From an optimization exercise on the open Yosys and OpenROAD flow, aimed at small area and a short achievable clock period; shortcuts taken in it are not production practice.
The RTL was checked by simulation tests, not by an equivalence proof against the original design.

### design.v
module Triangle_wave (freq, clk, out, reset, stop, volume);
	input logic stop;
	input logic [11:0] freq;
	logic signed [16:0] x_val;
	logic signed [12:0] signed_freq;
	assign signed_freq	= {{1'b0},freq};
	input logic clk;
	output logic signed [23:0] out;
	input logic reset;
	input logic [3:0] volume;
	logic signed [23:0] x_val_logical;
	logic signed [31:0] amplitude;
	logic signed [31:0] slope;
	logic signed [31:0] sampling_rate;
	logic [31:0] negative_amp;
	assign negative_amp	= 32'b11111111111000000000000000000000;
	assign sampling_rate = 48000;
	assign amplitude =  32'b00000000010000000000000000000000;
	assign slope = 4*(amplitude/sampling_rate);
	always_ff @(posedge clk) begin
		if (reset) x_val<='0;
		else if ((x_val+signed_freq)>=48000) x_val<=(x_val+signed_freq)-48000;
		else if (stop) begin
			if (((x_val<(12000-freq))|(x_val>12000+freq))&(((x_val<(36000-freq))|(x_val>36000+freq))))
				x_val<=x_val+signed_freq;
			else x_val<=12000;
		end
		else x_val<=x_val+signed_freq;
	end
	always_comb begin
		if (x_val>= 24000) x_val_logical = 48000-x_val;
		else x_val_logical = x_val;
		out = (slope * x_val_logical+negative_amp+40576)>>>volume;  
	end
endmodule
module synth (reset, freqs, play, clk, out, volume);
	parameter num_notes = 6;
	input logic reset, clk;    
	input logic [5:0] play; 				 
	input logic [71:0] freqs;   	 
	output logic signed [23:0] out; 		 
	logic signed [5:0][23:0] note; 		 
	logic signed [5:0][23:0] tri_note;   
	input logic [23:0] volume; 
	logic [5:0][11:0] freqs_a;
	logic [num_notes-1:0][3:0] volume_a;
	assign freqs_a = freqs;
	assign volume_a = volume;
	genvar n;
	generate
		for (n=0; n<num_notes; n = n+1) begin : all_notes
			Triangle_wave tr_note (.freq(freqs_a[n]), .clk(clk), .out(tri_note[n]), .reset, .stop(~play[n]), .volume(volume_a[n]));
		end
	endgenerate
	assign note = tri_note;
	logic signed [31:0] numerator;
	assign numerator = 
    (play[0] ? (({{8{note[0][23]}}, note[0]})) : 0) + 
    (play[1] ? (({{8{note[1][23]}}, note[1]})) : 0) + 
    (play[2] ? (({{8{note[2][23]}}, note[2]})) : 0) +
    (play[3] ? (({{8{note[3][23]}}, note[3]})) : 0) +
    (play[4] ? (({{8{note[4][23]}}, note[4]})) : 0) +
	 ((({{8{note[5][23]}}, note[5]})));
	logic signed [31:0] denominator;
	assign denominator = (play[0]+play[1]+play[2]+play[3]+play[4]+1'b1);
	assign out = numerator/denominator;
endmodule
### run.sh
#!/bin/bash
# synth_recipe.tcl (not shown) runs the flow's synth.tcl, then flattens the netlist and writes it again
# the make line also repeats each setting of config.mk as NAME=value (left out here)
make -C /OpenROAD-flow-scripts/flow DESIGN_CONFIG=/design/flow/config.mk WORK_HOME=/design/flow/orfs CLKGATE_MAP_FILE= SYNTH_SCRIPT=/design/flow/synth_recipe.tcl finish
### config.mk
export PLATFORM = sky130hd
export DESIGN_NAME = synth
export DESIGN_NICKNAME = synth
export VERILOG_FILES = /design/flow/design.v
export SDC_FILE = /design/flow/constraint.sdc
export NUM_CORES = 4
export LEC_CHECK = 0
export CAP_MARGIN = 20
export CORE_MARGIN = 2
export CORE_UTILIZATION = 40
export SLEW_MARGIN = 20
### constraint.sdc
create_clock -name core_clock -period 120.0 [get_ports {clk}]
set_input_delay 24.0000 -clock core_clock [delete_from_list [all_inputs] [get_ports {clk}]]
set_output_delay 24.0000 -clock core_clock [all_outputs]
set_load 0.01 [all_outputs]
==> results of run 1 <==
-- synthesized netlist by cell type, types with 28 or more instances --
master                     number  area [µm²]
sky130_fd_sc_hd__nor4_1        67         419
sky130_fd_sc_hd__a21oi_1      776        3880
sky130_fd_sc_hd__and4_1        45         394
sky130_fd_sc_hd__buf_4         29         218
sky130_fd_sc_hd__o21bai_1     149        1120
sky130_fd_sc_hd__o211ai_1      83         623
sky130_fd_sc_hd__buf_1         55         206
sky130_fd_sc_hd__xor2_1       307        2690
sky130_fd_sc_hd__ha_1         890       11100
sky130_fd_sc_hd__o22ai_1       46         288
sky130_fd_sc_hd__o211a_1       28         280
sky130_fd_sc_hd__nand3_1      207        1040
sky130_fd_sc_hd__mux2_2        72         811
sky130_fd_sc_hd__or2_2         89         557
sky130_fd_sc_hd__nand2_1      660        2480
sky130_fd_sc_hd__mux2i_1      174        1740
sky130_fd_sc_hd__nand2b_1     136         851
sky130_fd_sc_hd__o21a_1        82         616
sky130_fd_sc_hd__dfxtp_1      102        2040
sky130_fd_sc_hd__nor3_1       259        1300
sky130_fd_sc_hd__fa_1         398        7970
sky130_fd_sc_hd__and3_1        86         538
sky130_fd_sc_hd__and2_1        94         588
sky130_fd_sc_hd__or3_1         75         469
sky130_fd_sc_hd__xnor2_1      512        4480
sky130_fd_sc_hd__nor2_1       948        3560
sky130_fd_sc_hd__a21o_1       139        1040
sky130_fd_sc_hd__o21ai_1       40         200
sky130_fd_sc_hd__nand4_1       94         588
sky130_fd_sc_hd__o21ai_0      470        2350
sky130_fd_sc_hd__a211oi_1     145        1090
sky130_fd_sc_hd__o31ai_1       55         413
sky130_fd_sc_hd__inv_1        999        3750
sky130_fd_sc_hd__clkbuf_1     208         781
sky130_fd_sc_hd__nor3b_1       36         270
sky130_fd_sc_hd__nor2b_1      119         744
sky130_fd_sc_hd__a31oi_1      126         788
-- critical path: cells and delay by family --
family | cells | cell delay (ns)
AND/OR/NAND/NOR | 137 | 27.44
AO/OA/AOI/OAI | 116 | 21.37
adder cells (fa/ha/maj) | 36 | 11.13
multiplexers | 12 | 3.56
buffers and inverters | 19 | 3.07
XOR/XNOR | 1 | 0.26
-- layout make-up --
cell class | count | area share
timing repair buffer | 368 | 0.0420
timing repair inverter | 10 | 0.000946
multi-input combinational | 8037 | 0.836
clock inverter | 6 | 0.00108
tap | 2218 | 0.0375
sequential | 102 | 0.0276
antenna | 2 | 0.0000676
clock buffer | 9 | 0.00304
inverter | 1012 | 0.0518
-- stage by stage --
step | instances | TNS (ns)
after global routing | 11800 | -0.406
after floorplan | 9471 | 0
final | 11800 | 0
after CTS | 11700 | 0
after detailed placement | 11700 | -17.93
after global placement | 11700 | 0
-- logic make-up after synthesis --
family / count (synthesis)
adder cells (fa/ha/maj): 1293
multiplexers: 250
AO/OA/AOI/OAI: 2576
other: 1
flip-flops: 102
buffers and inverters: 1333
XOR/XNOR: 820
AND/OR/NAND/NOR: 3095
-- final timing paths --
check                                                     from                              to  depth (start not counted)
worst max register to register   all_notes[5].tr_note.x_val[0]  all_notes[5].tr_note.x_val[15]                         25
worst min-delay path            all_notes[0].tr_note.x_val[16]  all_notes[0].tr_note.x_val[16]                          2
worst max-delay path                                 volume[9]                         out[12]                        321
worst min register to register  all_notes[0].tr_note.x_val[16]  all_notes[0].tr_note.x_val[16]                          2
-- per-layer routing --
| metal | global-route usage | vias up | share of wire |
|---|---|---|---|
| li1 | - | 33600 | - |
| met1 | 0.315 | 31900 | 0.47 |
| met4 | 0.0682 | 2 | 0.031 |
| met2 | 0.401 | 1622 | 0.47 |
| met3 | 0.0150 | 315 | 0.034 |
| met5 | 0 | - | 0.000062 |
-- timing repair --
item,CTS,global route
cloned,3,8
pin swaps,2,19
setup endpoints to repair,24,24
buffers inserted,2,59
gates resized for setup,22,170
==> impl_metrics.yaml, run 1 <==
global_routing:
  first_pass_grt_wire_length_um: 341000
  grt_start_max_net_pins: 52
  first_global_vias: 64700
  grt_overflow: 0
  gr_usage_total: 0.234
  grt_antenna_before_repair: 8
die:
  die_h_um: 418
  fp-row-count: 151
  core_region_area_mm2: 0.170
  initial_core_util: 0.404
  floorplan.die_area_mm2: 0.175
  floorplan.die.width_um: 418
  io_pins: 128
status:
  run_status: "no timing/DRC/antenna violations"
place:
  place_area_mm2: 0.0726
  pre_cts_ws_ns: -1.33
  gp_congestion: 0.994
  detailedPlacementHpwl_um: 177000
  portBuffers: 127
timing:
  clock_skew_ns: 0.0166
  max_slew_violation_count: 0
  setup_slack_ns: 5.00
  hold-worst-slack_ns: 0.626
  finalCriticalPeriod_ns: 115.00
  final_min_period_over_clock_period: 0.958
  worstMarginPinSlew_ns: 1.16
  report.final.setup_viol: 0
  max_slew_margin: 0.220
  report.final.hold_viol_count: 0
  max_freq_mhz: 8.70
final_layout:
  finalNetCount: 10900
  final_core_utilization: 0.436
  drive_gt1_frac: 0.0750
  top_register: "all_notes.tr_note.x_val"
  largest_register_ff_count: 102
  multi_input_area_mm2: 0.0619
  layout_commonest_cell: "sky130_fd_sc_hd__inv_1"
  reg_top3: "all_notes.tr_note.x_val (102)"
  area_used_by_sequential_logic_in_the_layout_mm2: 0.00204
  most_used_cells_in_the_layout_excluding_fill_and_tap_cells: "sky130_fd_sc_hd__inv_1 (993), sky130_fd_sc_hd__nor2_1 (941), sky130_fd_sc_hd__ha_1 (886), sky130_fd_sc_hd__a21oi_1 (762), sky130_fd_sc_hd__nand2_1 (654)"
  synthToLayoutAreaGrowth_pct: 7.98
  filler_cell_count: 17400
  layout.cell_area.non_filler_mm2: 0.0740
critical_path:
  crit_path_largest_cell_delay_ns: 0.61
  critPathSlowestCell: "sky130_fd_sc_hd__or4_4"
  worst-r2r-setup-slack_ns: 114.82
  cp-start-kind: "input pin"
  crit_path_frequent_cell: "sky130_fd_sc_hd__ha_1"
  timing.setup.critical_path_class: "input pin to output pin"
  critPathMaxFanout: 33
  data_required_critical_path_ns: 96.00
  critPathCaptureType: "output pin"
  timing.critical_path.arrival_ns: 91.00
clocking:
  cts.sinks: 102
  ctsHoldBuffers: 0
  clock_tree.buffer_depth: 2
  cts_tree: "built"
  htree_num_levels: 3
  clk_transition_reported_paths_ns: 0.08
  cts_buffers: 9
  clock_insertion_delay_worst_skew_ns: 0.45
  cts.root.buffer_cell: "sky130_fd_sc_hd__clkbuf_16"
synth:
  synthMuxAreaShare: 0.0382
  synth_top_family_by_area: "adder cells"
  number_of_enable_type_register_cells_in_the_synthesized_netlist: 0
  synth-compound-area-share: 0.246
  synthAdderAreaFrac: 0.279
  ys.flop_type: "sky130_fd_sc_hd__dfxtp_1"
  yosysWarningCount: 1
  netlist-cell-type-count: 143
  synthArstFlopShare: 0
  yosys_register_bits: 102
  basic_gate_share_of_the_synthesized_area_counting_and_or_nand_and_nor_cells: 0.225
  syn-cell-area_mm2: 0.0686
  mean_cell_area_of_the_mapped_netlist_um2: 7.24
  synthCells: 9470
  synth.yosys.seq_area_share: 0.0298
  synth-xor-area-share: 0.105
routing:
  drt_drc_violations_left: 0
  vias: 67500
  ant_nets: 0
  detailedRoute.firstPassIterationCount: 6
  vias_per_cell: 5.74
  route.detailed.wl_per_inst_um: 17.9
  detailedRoute.firstIterationViolations: 4746
  finalWirelength_um: 211000
min_path:
  hold_path.class: "register to register"
run:
  max-cap-violations: 0
==> run 2, diff against run 1 <==
==> design.v (replaced) <==
module Triangle_wave (freq, clk, out, reset, stop, volume);
	input  logic        clk, reset, stop;
	input  logic [11:0] freq;
	input  logic [3:0]  volume;
	output logic [23:0] out;
	logic signed [14:0] v;
	logic               h;
	logic signed [14:0] a, am, fv, fs;
	assign fs   = {3'b000, freq};
	logic               park, turn;
	assign a    = v + fs;
	assign fv   = fs - v;
	assign park = stop & ~a[14] & ~fv[14];           
	assign turn = (a >= 15'sd12000);
	assign am   = a - 15'sd24000;
	always_ff @(posedge clk) begin
		if (reset) begin
			v <= -15'sd12000;
			h <= 1'b0;
		end else if (park) begin
			v <= '0;
			h <= 1'b0;
		end else if (turn) begin
			v <= am;
			h <= ~h;
		end else begin
			v <= a;
		end
	end
	logic signed [14:0] u;
	logic signed [21:0] q;
	logic        [31:0] s;
	assign u = h ? -v : v;
	assign q = 22'sd87 * u + 22'sd529856;
	assign s = {{8{q[21]}}, q, 2'b00};
	assign out = s >> volume;
endmodule
module synth (reset, freqs, play, clk, out, volume);
	input  logic        reset, clk;
	input  logic [5:0]  play;
	input  logic [71:0] freqs;
	input  logic [23:0] volume;
	output logic [23:0] out;
	logic [5:0][23:0] w;
	genvar n;
	generate
		for (n = 0; n < 6; n = n + 1) begin : all_notes
			Triangle_wave tr_note (.freq(freqs[12*n +: 12]), .clk(clk), .out(w[n]), .reset(reset),
				.stop(~play[n]), .volume(volume[4*n +: 4]));
		end
	endgenerate
	logic signed [26:0] S;
	assign S = (play[0] ? {{3{w[0][23]}}, w[0]} : 27'd0) + (play[1] ? {{3{w[1][23]}}, w[1]} : 27'd0)
	         + (play[2] ? {{3{w[2][23]}}, w[2]} : 27'd0) + (play[3] ? {{3{w[3][23]}}, w[3]} : 27'd0)
	         + (play[4] ? {{3{w[4][23]}}, w[4]} : 27'd0) + {{3{w[5][23]}}, w[5]};
	logic [2:0] cnt;
	assign cnt = play[0] + play[1] + play[2] + play[3] + play[4];
	logic m3, m5;
	logic [1:0] k;
	always_comb begin
		m3 = 0; m5 = 0; k = 0;
		case (cnt)
			3'd1: k = 1;
			3'd2: m3 = 1;
			3'd3: k = 2;
			3'd4: m5 = 1;
			3'd5: begin m3 = 1; k = 1; end
			default: ;
		endcase
	end
	logic [26:0] Q;
	logic [2:0]  r [27];
	logic [3:0]  t [26];
	always_comb begin
		Q[26] = S[26];
		r[26] = S[26] ? (m5 ? 3'd4 : m3 ? 3'd2 : 3'd0) : 3'd0;
		for (int i = 25; i >= 0; i--) begin
			t[i] = {r[i+1], S[i]};
			if (m5) begin
				Q[i] = t[i] >= 5;
				r[i] = Q[i] ? t[i] - 5 : t[i];
			end else if (m3) begin
				Q[i] = t[i] >= 3;
				r[i] = Q[i] ? t[i] - 3 : t[i];
			end else begin
				Q[i] = S[i];
				r[i] = 0;
			end
		end
	end
	logic [23:0] Qs;
	logic        inexact;
	always_comb begin
		case (k)
			2'd1: begin Qs = Q[24:1]; inexact = (r[0] != 0) | Q[0]; end
			2'd2: begin Qs = Q[25:2]; inexact = (r[0] != 0) | (Q[1:0] != 0); end
			default: begin Qs = Q[23:0]; inexact = (r[0] != 0); end
		endcase
	end
	assign out = Qs + (S[26] & inexact);
endmodule
==> run 2 against run 1 <==
  * Final cell count decreased by 42%
  * Critical path depth decreased by 137
  * Highest routed layer unchanged
  * Critical endpoint is now out[20]
  * Utilization decreased by 0.74 points
  * Worst hold slack improved by 0.068 ns
  * Clock skew decreased by 0.0049 ns
  * Die area decreased by 38%
==> impl_metrics.yaml, run 2 <==
status:
  run_status: "no timing/DRC/antenna violations"
timing:
  max_freq_mhz: 11.3
  finalCriticalPeriod_ns: 88.63
  report.final.setup_viol: 0
  final_min_period_over_clock_period: 0.739
  clock_skew_ns: 0.0118
  worstMarginPinSlew_ns: 1.10
  max_slew_margin: 0.259
  max_slew_violation_count: 0
  report.final.hold_viol_count: 0
  setup_repair_after_global_routing_missed_its_margin: "no"
  setup_total_negative_slack_ns: 0
global_routing:
  grt_util_met2: 0.334
  grt_start_max_net_pins: 63
  first_pass_grt_wire_length_um: 177000
  gr_usage_total: 0.196
  grt_antenna_before_repair: 7
  first_global_vias: 35400
  globalRouteMet3Util: 0.0192
  grt_overflow: 0
  globalRoute.busiestLayer: "met2"
  gr-usage-met1: 0.265
final_layout:
  layout_commonest_cell: "sky130_fd_sc_hd__inv_1"
  drive_gt1_frac: 0.0385
  finalNonFillerCells: 6875
  reg_top3: "all_notes.tr_note.v (90), all_notes.tr_note.h (6)"
  finalNetCount: 6526
  largest_register_ff_count: 90
  synthToLayoutAreaGrowth_pct: 6.67
  most_used_cells_in_the_layout_excluding_fill_and_tap_cells: "sky130_fd_sc_hd__inv_1 (963), sky130_fd_sc_hd__ha_1 (573), sky130_fd_sc_hd__nor2_1 (553), sky130_fd_sc_hd__fa_1 (373), sky130_fd_sc_hd__nand2_1 (338)"
  top_register: "all_notes.tr_note.v"
min_path:
  hold_path.class: "register to register"
routing:
  finalWirelength_um: 105000
  vias_per_cell: 5.28
  ant_nets: 0
  detailedRoute.firstPassIterationCount: 6
  drt_drc_violations_left: 0
  detailedRoute.firstIterationViolations: 2208
  vias: 36300
  route.detailed.wl_per_inst_um: 15.3
synth:
  yosys_register_bits: 96
  synth.area.top_cells: "sky130_fd_sc_hd__fa_1 (18%), sky130_fd_sc_hd__ha_1 (17%), sky130_fd_sc_hd__inv_1 (8.6%)"
  syn-cell-area_mm2: 0.0421
  yosys.area.top_type: "sky130_fd_sc_hd__fa_1"
  number_of_enable_type_register_cells_in_the_synthesized_netlist: 0
  yosysWarningCount: 4
  synth.yosys.seq_area_share: 0.0456
  synth_commonest_cells: "sky130_fd_sc_hd__inv_1 (963), sky130_fd_sc_hd__ha_1 (573), sky130_fd_sc_hd__nor2_1 (553), sky130_fd_sc_hd__fa_1 (373), sky130_fd_sc_hd__nand2_1 (338)"
  ys.flop_type: "sky130_fd_sc_hd__dfxtp_1"
  synthCells: 5502
  synthArstFlopShare: 0
  cell_with_the_most_instances_after_synthesis: "sky130_fd_sc_hd__inv_1"
  netlist-cell-type-count: 120
  mean_cell_area_of_the_mapped_netlist_um2: 7.65
  synth_top_area_frac: 0.177
critical_path:
  critical_path.endpoint: "out[20]"
  timing.setup.critical_path_class: "input pin to output pin"
  critPathMaxFanout: 25
  critPathSlowestCell: "sky130_fd_sc_hd__clkdlybuf4s50_1"
  crit_path_frequent_cell: "sky130_fd_sc_hd__ha_1"
  critPathCaptureType: "output pin"
  critPathLaunch: "volume[13]"
  critical_path.reg2reg.startpoint: "all_notes[2].tr_note.v[1]"
  cp.buffers_inverters: 25
  cp_num_cells: 184
  cp-start-kind: "input pin"
  timing.critical_path.arrival_ns: 64.63
  crit_path_largest_cell_delay_ns: 1.02
  ff_to_ff_path_depth: 27
  r2r-end: "all_notes[2].tr_note.v[12]"
  data_required_critical_path_ns: 96.00
  crit_family: "compound AO/OA/AOI/OAI gates"
  worst-r2r-setup-slack_ns: 115.47
place:
  portBuffers: 127
  gp_congestion: 0.922
  place.detailed.instances: 6856
  detailedPlacementHpwl_um: 88600
clocking:
  ctsHoldBuffers: 0
  cts_buffers: 9
  clock_tree.buffer_depth: 2
  cts.sinks: 96
  cts_post_setup_buffers_inserted: 0
  clock_insertion_delay_worst_skew_ns: 0.41
  cts.root.buffer_cell: "sky130_fd_sc_hd__clkbuf_16"
  post_cts.resized_instances: 0
  clk_transition_reported_paths_ns: 0.07
  cts_tree: "built"
  htree_num_levels: 3
die:
  fp-row-count: 119
  die_h_um: 328
  core_region_area_mm2: 0.105
  initial_core_util: 0.402
  floorplan.die.width_um: 328
  io_pins: 128
  floorplan.die_area_mm2: 0.108
run:
  max-cap-violations: 0
run 2: cell families (layout without fill, tap and decap cells):
group,after synthesis,count (layout),share of synthesized area
AND/OR/NAND/NOR,1380,1380,0.154
adder cells (fa/ha/maj),946,946,0.348
other,0,3,0
AO/OA/AOI/OAI,1209,1209,0.192
buffers and inverters,1184,1163,0.106
flip-flops,96,96,0.0456
XOR/XNOR,381,381,0.0794
multiplexers,306,306,0.0754
run 2: area by class of cell:
class	count	area [µm²]
inverters	983	3690
clock inverters	7	62.6
well taps	1391	1740
diodes	3	7.51
flip-flops and latches	96	1920
repair buffers	164	1540
fillers	10800	59900
clock buffers	9	225
multi-input cells	4222	35700
run 2: layer usage:
layer,vias to the layer above,part of all wire
met5,-,0.00065
met4,10,0.019
met3,88,0.040
met2,766,0.47
met1,17000,0.47
li1,18400,-
run 2: worst min path at each step:
stage | start | to | slack [ns] | depth (start not counted)
2_1_floorplan | all_notes[4].tr_note.v[0] | all_notes[4].tr_note.v[0] | 0.60 | 2
5_1_grt | all_notes[4].tr_note.v[13] | all_notes[4].tr_note.v[13] | 0.73 | 2
4_1_cts | all_notes[4].tr_note.v[13] | all_notes[4].tr_note.v[13] | 0.69 | 2
6_report | all_notes[0].tr_note.v[13] | all_notes[0].tr_note.v[13] | 0.69 | 2
3_3_place_gp | all_notes[4].tr_note.v[13] | all_notes[4].tr_note.v[13] | 0.66 | 2
3_5_place_dp | all_notes[2].tr_note.v[14] | all_notes[2].tr_note.v[14] | 0.68 | 2
run 2: worst min-delay path, stage by stage (launching register included):
cell                       delay (ns)
sky130_fd_sc_hd__dfxtp_1         0.36
sky130_fd_sc_hd__xor2_1          0.21
sky130_fd_sc_hd__a211oi_1        0.07
run 2: per-stage QoR:
step | instance area (µm²) | hold slack [ns] | util | setup WS (ns)
finish | 44900 | 0.693 | 0.428 | 31.37
detailed placement | 44600 | 0.676 | 0.426 | 32.25
global placement | 44600 | 0.664 | 0.426 | 33.41
CTS | 44900 | 0.689 | 0.428 | 32.08
global route | 44900 | 0.727 | 0.428 | 27.74
floorplan | 42100 | 0.603 | - | 38.22

==> what the ideal ports hide <==
The flow's constraints put no driver on any port. The routed layouts listed below were extracted and timed again, unchanged, in two steps.
Step 1 assumes that a clkbuf_16 drives the clock port and a buf_2 every other input.
Step 2, shift: input delay + t, output delay - t, t = (earliest + latest rising clock arrival at the registers) / 2. This alone moves slack from input paths to output paths.
Three values: ideal, step 1, step 2; two values: the first two.
| run | t, ns | setup slack, ns | worst hold slack (ns) |
|---|---|---|---|
| run 1 | 0.512 | 4.999 / 4.946 / 4.946 | 0.626 / 0.626 / 0.626 |
| run 2 | 0.452 | 31.371 / 31.277 / 31.277 | 0.693 / 0.693 / 0.693 |
After both steps setup and hold are still met in every run listed. The setup slack of run 2, which loses most, moves by -0.094 ns with the drivers and by -0.094 ns with both steps.
